This design comes from an exercise in tuning for small area, a short achievable clock period and few clock cycles per item on the open sky130 flow, not from production work. Function was checked by simulation only, so behaviour that the tests miss may differ from the original.

==> flow/design.v (excerpt) <==
module SET (rst,clk,en,central,radius,mode,busy,valid,candidate);
Size: ~1,700 cells after synthesis, about 51 I/O pins, roughly 12,000 um2 of cells after synthesis.
Settings: LEC_CHECK=0, CAP_MARGIN=20, CORE_MARGIN=2, CORE_UTILIZATION=40, SETUP_SLACK_MARGIN=1, SLEW_MARGIN=20; clock period 8.0 ns.
standard.sh (not shown) runs the stock make flow with config.mk's settings and CLKGATE_MAP_FILE= SYNTH_SCRIPT=/design/flow/synth_recipe.tcl, a recipe that flattens the netlist after the stock synthesis.
==> flow/flow/run.sh <==
#!/bin/bash
# The standard layout, with the port buffers made of plain buffers
# (sky130_fd_sc_hd__buf_2) instead of the default cell.
set -euo pipefail
export BUFFER_PORTS_ARGS="-buffer_cell sky130_fd_sc_hd__buf_2"
bash standard.sh > standard.log 2>&1
Testbench counts at the start, summed over its fixed seeds: cycles 1,280, items 256.
==> next run, changes <==
==> flow/flow/run.sh (replaced) <==
#!/bin/bash
# The standard layout, with the port buffers made of plain buffers
# (sky130_fd_sc_hd__buf_4) instead of the default cell.
set -euo pipefail
export BUFFER_PORTS_ARGS="-buffer_cell sky130_fd_sc_hd__buf_4"
bash standard.sh > standard.log 2>&1
- SETUP_SLACK_MARGIN: 1 -> 1.5
=> The new run completed with no timing, DRC or antenna violations. Setup slack is better by 0.37 ns. Global-route usage rises by 0.21 points. Flip-flop and latch count stays the same. Routed wire length shrinks by about 0.5%. Die area does not change. Final cell count is about the same. Design area came out higher by 2.1%. Via count came out lower by 0.79%. Core utilization is higher by 0.88 points.
==> next run, changes <==
==> flow/flow/run.sh (replaced) <==
#!/bin/bash
# The standard layout, with the port buffers made of plain buffers
# (sky130_fd_sc_hd__buf_2) instead of the default cell.
set -euo pipefail
export BUFFER_PORTS_ARGS="-buffer_cell sky130_fd_sc_hd__buf_2"
bash standard.sh > standard.log 2>&1
- SETUP_SLACK_MARGIN: 1.5 -> 2.5
Hold slack stays flat.
Non-clock buffer count came out higher by 165.
Core utilization came out higher by 11 points.
Design area came out higher by 26%.
Cell count came out higher by 8.4%.
Critical path depth came out lower by 5.
==> next run, changes <==
- SETUP_SLACK_MARGIN: 2.5 -> 1.5
Final cell count decreases by 7.2%.
Wire length goes down by 12%.
Sequential cell count stays the same.

* * *

Setup of willow:
Another version of the RTL of SET (not shown whole).
Size: about 1600 cells after synthesis, roughly 27 flip-flops, roughly 51 I/O pins, about 11000 µm² of cells after synthesis.
export LEC_CHECK = 0
export CAP_MARGIN = 20
export CORE_MARGIN = 2
export CORE_UTILIZATION = 40
export SETUP_SLACK_MARGIN = 1
export SLEW_MARGIN = 20
create_clock -name core_clock -period 8.0 [get_ports {clk}]
run.sh (not shown) runs the stock make flow with config.mk's settings and CLKGATE_MAP_FILE= SYNTH_SCRIPT=/design/flow/synth_recipe.tcl, a recipe that flattens the netlist after the stock synthesis.
Stock flow here: none of the scripts above is used.
Testbench counts of willow, summed over its fixed seeds: cycles 1,280, items 256.
Inputs modified between willow and tundra:
# willow
export LEC_CHECK = 0
export CAP_MARGIN = 20
export CORE_MARGIN = 2
export CORE_UTILIZATION = 40
export SETUP_SLACK_MARGIN = 1
export SLEW_MARGIN = 20
create_clock -name core_clock -period 8.0 [get_ports {clk}]
# tundra
export LEC_CHECK = 0
export ABC_CLOCK_PERIOD_IN_PS = 4000
export CAP_MARGIN = 20
export CORE_MARGIN = 2
export CORE_UTILIZATION = 40
export SETUP_SLACK_MARGIN = 4
export SLEW_MARGIN = 20
create_clock -name core_clock -period 8.0 [get_ports {clk}]
==> comparison <==
- Of tundra and willow, it is tundra that has the lower sequential share of layout area.
- Changes observed in tundra relative to willow: total core area roughly the same, number of pins with negative max-slew slack in the final report roughly the same, layout multi-input combinational cell count roughly the same, via count higher.
- tundra: delay of the slowest cell on the worst path lower than willow
- Core utilization: tundra higher than willow
- tundra does worse than willow on routed wire length.
- Changes observed in tundra relative to willow: routed length on met2 went up 26%; final worst-path cycle share lost 11 points; total of plain and repair buffers excluding clock buffers rose 212.
--- input diff tundra..fjord ---
# tundra
export LEC_CHECK = 0
export ABC_CLOCK_PERIOD_IN_PS = 4000
export CAP_MARGIN = 20
export CORE_MARGIN = 2
export CORE_UTILIZATION = 40
export SETUP_SLACK_MARGIN = 4
export SLEW_MARGIN = 20
create_clock -name core_clock -period 8.0 [get_ports {clk}]
# fjord
export LEC_CHECK = 0
export CAP_MARGIN = 20
export CORE_MARGIN = 2
export CORE_UTILIZATION = 40
export SLEW_MARGIN = 20
create_clock -name core_clock -period 8.0 [get_ports {clk}]
### Flow results
Every run in the comparison, tundra and fjord, completed the flow with a clean layout.
When fjord is measured against tundra, its number of nets in the final layout turns out 11% lower.
Between tundra and fjord, routed wirelength normalized by instance count is lower for fjord, tundra comes in above that.
Diff tundra -> fjord: number of global-route vias before repair dropped about 12%; overall routed net length dropped 18%.
#### Input delta (ember over fjord)
# fjord
export LEC_CHECK = 0
export CAP_MARGIN = 20
export CORE_MARGIN = 2
export CORE_UTILIZATION = 40
export SLEW_MARGIN = 20
create_clock -name core_clock -period 8.0 [get_ports {clk}]
# ember
export LEC_CHECK = 0
export CAP_MARGIN = 20
export CORE_MARGIN = 2
export CORE_UTILIZATION = 40
export SETUP_SLACK_MARGIN = 1.5
export SLEW_MARGIN = 20
create_clock -name core_clock -period 8.0 [get_ports {clk}]
==> flow/flow/run.sh (new file) <==
#!/bin/bash
# The standard layout, with the port buffers made of plain buffers
# (sky130_fd_sc_hd__buf_2) instead of the default cell.
set -euo pipefail
export BUFFER_PORTS_ARGS="-buffer_cell sky130_fd_sc_hd__buf_2"
bash standard.sh > standard.log 2>&1
==> flow/standard.sh (new file) <==
#!/bin/bash
# synth_recipe.tcl (not shown) runs the flow's synth.tcl, then flattens the netlist and writes it again
# the make line also repeats each setting of config.mk as NAME=value (left out here)
make -C /OpenROAD-flow-scripts/flow DESIGN_CONFIG=/design/flow/config.mk WORK_HOME=/design/flow/orfs CLKGATE_MAP_FILE= SYNTH_SCRIPT=/design/flow/synth_recipe.tcl "${@:-finish}"
removed: flow/run.sh
[summary]
- Compared with fjord, in ember core outline area closely matched the old numbers, clock-cell share of area closely matched the old numbers.
- Summary: worst hold slack, ember worse than fjord
- ~same sequential share of layout area in ember and fjord
- In the tables for ember and fjord, worst setup slack reads lower with fjord.
> inputs changed (ember -> amber)
# ember
export LEC_CHECK = 0
export CAP_MARGIN = 20
export CORE_MARGIN = 2
export CORE_UTILIZATION = 40
export SETUP_SLACK_MARGIN = 1.5
export SLEW_MARGIN = 20
create_clock -name core_clock -period 8.0 [get_ports {clk}]
# amber
export LEC_CHECK = 0
export CAP_MARGIN = 20
export CORE_MARGIN = 2
export CORE_UTILIZATION = 65
export PLACE_DENSITY = 0.75
export SETUP_SLACK_MARGIN = 2
export SLEW_MARGIN = 20
create_clock -name core_clock -period 8.0 [get_ports {clk}]
==> flow/run.sh (new file) <==
#!/bin/bash
# synth_recipe.tcl (not shown) runs the flow's synth.tcl, then flattens the netlist and writes it again
# the make line also repeats each setting of config.mk as NAME=value (left out here)
make -C /OpenROAD-flow-scripts/flow DESIGN_CONFIG=/design/flow/config.mk WORK_HOME=/design/flow/orfs CLKGATE_MAP_FILE= SYNTH_SCRIPT=/design/flow/synth_recipe.tcl finish
removed: flow/flow/run.sh
removed: flow/standard.sh
### Flow results
- amber: all stages complete, timing, DRC and antenna checks passed
- amber against ember: via total after detailed routing saw an increase; die extent in x saw a decrease.
- Going from ember to amber, layout-stage area growth over the synthesis result saw an increase, final wirelength saw an increase.

* * *

== wip/umber ==
The RTL this note starts from:
==> flow/design.v <==
module SET (rst,clk,en,central,radius,mode,busy,valid,candidate);
    input   rst;
    input   clk;
    input   en;
    input   [23:0]central;
    input   [11:0]radius;
    input   [1:0]mode;
    output    busy;
    output    valid;
    output   [7:0]candidate;
    reg  [2:0] ph;
    reg        first;      
    reg        valid_r;
    reg [15:0] hit;        
    reg  [5:0] acc;        
    always @(posedge clk or posedge rst) begin
        if (rst) begin
            ph      <= 3'd0;
            valid_r <= 1'b0;
        end else begin
            if (en)
                ph <= 3'd1;
            else if (ph == 3'd4)
                ph <= 3'd0;
            else if (ph != 3'd0)
                ph <= ph + 3'd1;
            valid_r <= (ph == 3'd3);
        end
    end
    assign busy  = (ph != 3'd0);
    assign valid = valid_r;
    wire [11:0] pa = {central[23:16], radius[11:8]};
    wire [11:0] pb = (mode == 2'd0) ? pa : {central[15:8], radius[7:4]};
    wire [11:0] pc = (mode == 2'd3) ? {central[7:0], radius[3:0]} :
                     (mode == 2'd2) ? {4'd4, 4'd4, 4'd15} : {4'd15, 4'd15, 4'd0};
    function [79:0] prof;
        input [3:0] r;
        begin
            case (r)
                4'd0: prof = 80'h84210842108421084200;
                4'd1: prof = 80'h84210842108421084001;
                4'd2: prof = 80'h84210842108421080022;
                4'd3: prof = 80'h84210842108421000843;
                4'd4: prof = 80'h84210842108420010c64;
                4'd5: prof = 80'h84210842108400321085;
                4'd6: prof = 80'h842108421080064294a6;
                4'd7: prof = 80'h842108421000c85318c7;
                4'd8: prof = 80'h8421084200194c639ce8;
                4'd9: prof = 80'h8421084004298e842109;
                4'd10: prof = 80'h84210800863a1094a52a;
                4'd11: prof = 80'h84210010c74252a5294b;
                4'd12: prof = 80'h84200218e84a94b5ad6c;
                4'd13: prof = 80'h840053212a52d8c6318d;
                4'd14: prof = 80'h800a74254b631ad6b5ae;
                4'd15: prof = 80'h014e952d8c6b5ce739cf;
            endcase
        end
    endfunction
    function [3:0] absdiff;
        input [3:0] p, q;
        begin
            absdiff = (p > q) ? (p - q) : (q - p);
        end
    endfunction
    function [7:0] rowmask;
        input [11:0] p;
        input [79:0] pr;
        input [3:0] y;
        reg [4:0] w;
        reg [5:0] lo, hi;
        integer x;
        begin
            w  = pr[5 * absdiff(p[7:4], y) +: 5];
            lo = {2'b00, p[11:8]} - {2'b00, w[3:0]};    
            hi = {2'b00, p[11:8]} + {2'b00, w[3:0]};
            for (x = 1; x <= 8; x = x + 1)
                rowmask[x-1] = ~w[4] & (lo[5] | (lo[4:0] <= x)) & (hi >= x);
        end
    endfunction
    wire [79:0] pra = prof(pa[3:0]);
    wire [79:0] prb = prof(pb[3:0]);
    wire [79:0] prc = prof(pc[3:0]);
    wire [3:0]  y1  = {ph[1:0], 1'b1};
    wire [3:0]  y2  = {ph[1:0], 1'b0} + 4'd2;
    wire [7:0]  a1 = rowmask(pa, pra, y1), b1 = rowmask(pb, prb, y1), c1 = rowmask(pc, prc, y1);
    wire [7:0]  a2 = rowmask(pa, pra, y2), b2 = rowmask(pb, prb, y2), c2 = rowmask(pc, prc, y2);
    wire [15:0] two = {(a2 & b2 & ~c2) | (a2 & ~b2 & c2) | (~a2 & b2 & c2),
                       (a1 & b1 & ~c1) | (a1 & ~b1 & c1) | (~a1 & b1 & c1)};
    always @(posedge clk) begin
        hit   <= two;
        first <= (ph == 3'd0);
    end
    reg [4:0] n;
    integer i;
    always @(*) begin
        n = 5'd0;
        for (i = 0; i < 16; i = i + 1)
            n = n + hit[i];
    end
    wire [6:0] sum = {1'b0, n} + {1'b0, (first ? 6'd0 : acc)};
    always @(posedge clk)
        acc <= sum[5:0];
    assign candidate = {1'b0, sum};
endmodule
clock: 8.0 ns
lec_check: 0
cap_margin: 20
core_margin: 2
core_utilization: 40
setup_slack_margin: 1.5
slew_margin: 20
standard.sh (not shown) runs the stock make flow with config.mk's settings and CLKGATE_MAP_FILE= SYNTH_SCRIPT=/design/flow/synth_recipe.tcl, a recipe that flattens the netlist after the stock synthesis.
==> flow/flow/run.sh <==
#!/bin/bash
# The standard layout, with the port buffers made of plain buffers
# (sky130_fd_sc_hd__buf_4) instead of the default cell.
set -euo pipefail
export BUFFER_PORTS_ARGS="-buffer_cell sky130_fd_sc_hd__buf_4"
bash standard.sh > standard.log 2>&1
wip/umber completed; timing, DRC and antenna clean
Testbench counts of wip/umber, summed over its fixed seeds: cycles 1,280, items 256.
For wip/harbor, these inputs were changed with respect to wip/umber:
# wip/umber
export LEC_CHECK = 0
export CAP_MARGIN = 20
export CORE_MARGIN = 2
export CORE_UTILIZATION = 40
export SETUP_SLACK_MARGIN = 1.5
export SLEW_MARGIN = 20
create_clock -name core_clock -period 8.0 [get_ports {clk}]
# wip/harbor
export LEC_CHECK = 0
export CAP_MARGIN = 20
export CORE_MARGIN = 2
export CORE_UTILIZATION = 50
export SETUP_SLACK_MARGIN = 1.5
export SLEW_MARGIN = 20
export TNS_END_PERCENT = 100
create_clock -name core_clock -period 8.0 [get_ports {clk}]
## What came out
Lower measured slew at the worst slew-check pin among wip/harbor and wip/umber: wip/umber
wip/umber → wip/harbor: largest stage delay on the critical path essentially unchanged; non-clock buffer count increased about 2%.
Comparing initial core utilization for wip/harbor and wip/umber, the bigger number came from wip/harbor.
Modified inputs, wip/amber compared to wip/harbor
# wip/harbor
export LEC_CHECK = 0
export CAP_MARGIN = 20
export CORE_MARGIN = 2
export CORE_UTILIZATION = 50
export SETUP_SLACK_MARGIN = 1.5
export SLEW_MARGIN = 20
export TNS_END_PERCENT = 100
create_clock -name core_clock -period 8.0 [get_ports {clk}]
# wip/amber
export LEC_CHECK = 0
export ABC_CLOCK_PERIOD_IN_PS = 6000
export CAP_MARGIN = 20
export CORE_MARGIN = 2
export CORE_UTILIZATION = 40
export SETUP_SLACK_MARGIN = 2
export SLEW_MARGIN = 20
create_clock -name core_clock -period 8.0 [get_ports {clk}]
==> flow/run.sh (new file) <==
#!/bin/bash
# synth_recipe.tcl (not shown) runs the flow's synth.tcl, then flattens the netlist and writes it again
# the make line also repeats each setting of config.mk as NAME=value (left out here)
make -C /OpenROAD-flow-scripts/flow DESIGN_CONFIG=/design/flow/config.mk WORK_HOME=/design/flow/orfs CLKGATE_MAP_FILE= SYNTH_SCRIPT=/design/flow/synth_recipe.tcl finish
removed: flow/flow/run.sh
removed: flow/standard.sh
## What came out
The lower post-route cell area came out of wip/harbor.
| fmax | higher: wip/amber |
Worst-case setup margin in the final layout: wip/amber higher than wip/harbor
mode[0] as the timing startpoint of the critical path was reported by wip/harbor, and mode[1] by wip/amber.
Modified inputs, wip/xenon compared to wip/amber
# wip/amber
export LEC_CHECK = 0
export ABC_CLOCK_PERIOD_IN_PS = 6000
export CAP_MARGIN = 20
export CORE_MARGIN = 2
export CORE_UTILIZATION = 40
export SETUP_SLACK_MARGIN = 2
export SLEW_MARGIN = 20
create_clock -name core_clock -period 8.0 [get_ports {clk}]
# wip/xenon
export LEC_CHECK = 0
export CAP_MARGIN = 20
export CORE_MARGIN = 2
export CORE_UTILIZATION = 40
export SETUP_SLACK_MARGIN = 1
export SLEW_MARGIN = 20
create_clock -name core_clock -period 8.0 [get_ports {clk}]
==> flow/flow/run.sh (new file) <==
#!/bin/bash
# The standard layout, with the port buffers made of plain buffers
# (sky130_fd_sc_hd__buf_4) instead of the default cell.
set -euo pipefail
export BUFFER_PORTS_ARGS="-buffer_cell sky130_fd_sc_hd__buf_4"
bash standard.sh > standard.log 2>&1
==> flow/standard.sh (new file) <==
#!/bin/bash
# synth_recipe.tcl (not shown) runs the flow's synth.tcl, then flattens the netlist and writes it again
# the make line also repeats each setting of config.mk as NAME=value (left out here)
make -C /OpenROAD-flow-scripts/flow DESIGN_CONFIG=/design/flow/config.mk WORK_HOME=/design/flow/orfs CLKGATE_MAP_FILE= SYNTH_SCRIPT=/design/flow/synth_recipe.tcl "${@:-finish}"
removed: flow/run.sh
==> comparison <==
- Per the comparison of wip/xenon with wip/amber, fraction of the yosys area taken by sequential cells barely changed, worst-case headroom to the max-slew limit dropped 12 points, peak clock frequency supported by timing dropped 11%, clock-cell share of area barely changed.
- wip/amber and wip/xenon ended up with roughly the same diode insertion count for antenna repair.

==> re-timing with driven ports <==
Ports are ideal in the flow. The routed layouts listed here were re-timed in OpenROAD. Step 1 sets driving cells, clkbuf_16 on the clock port and buf_2 on the other inputs (assumed; they add their load-dependent delay and slew). Step 2 also shifts input and output timing later by t, the mid clock arrival at the registers, as if the neighbouring blocks saw the same clock. Slacks: ideal ports / drivers / drivers and shift; pairs: ideal ports / drivers.
run	t, ns	setup slack, ns	worst setup path after step 2	worst slew at a driven data input, ns	cell pins on the clock port's net
the first run of note 1	0.317	1.408 / 1.403 / 1.086	input to register	0.07	1
the second run of note 1	0.308	1.775 / 1.709 / 1.400	input to register	0.09	1
the third run of note 1	0.312	2.258 / 2.172 / 1.860	input to register	0.21	1
the fourth run of note 1	0.318	1.757 / 1.717 / 1.399	input to register	0.08	1
willow	0.297	1.145 / 1.147 / 0.849	input to register	0.04	1
tundra	0.320	2.018 / 1.978 / 1.658	input to register	0.08	1
fjord	0.297	0.549 / 0.553 / 0.255	input to register	0.04	1
ember	0.293	1.666 / 1.677 / 1.384	input to register	0.03	1
amber	0.316	1.385 / 1.382 / 1.066	input to register	0.06	1
wip/umber	0.293	1.635 / 1.630 / 1.337	input to register	0.06	1
wip/harbor	0.304	1.708 / 1.706 / 1.401	input to register	0.05	1
wip/amber	0.321	2.046 / 2.038 / 1.717	input to register	0.06	1
wip/xenon	0.298	1.341 / 1.336 / 1.038	input to register	0.05	1
After both steps every run listed still meets setup and hold. For the third run of note 1, which loses most, drivers alone change the setup slack by -0.086 ns; drivers and shift together by -0.398 ns.
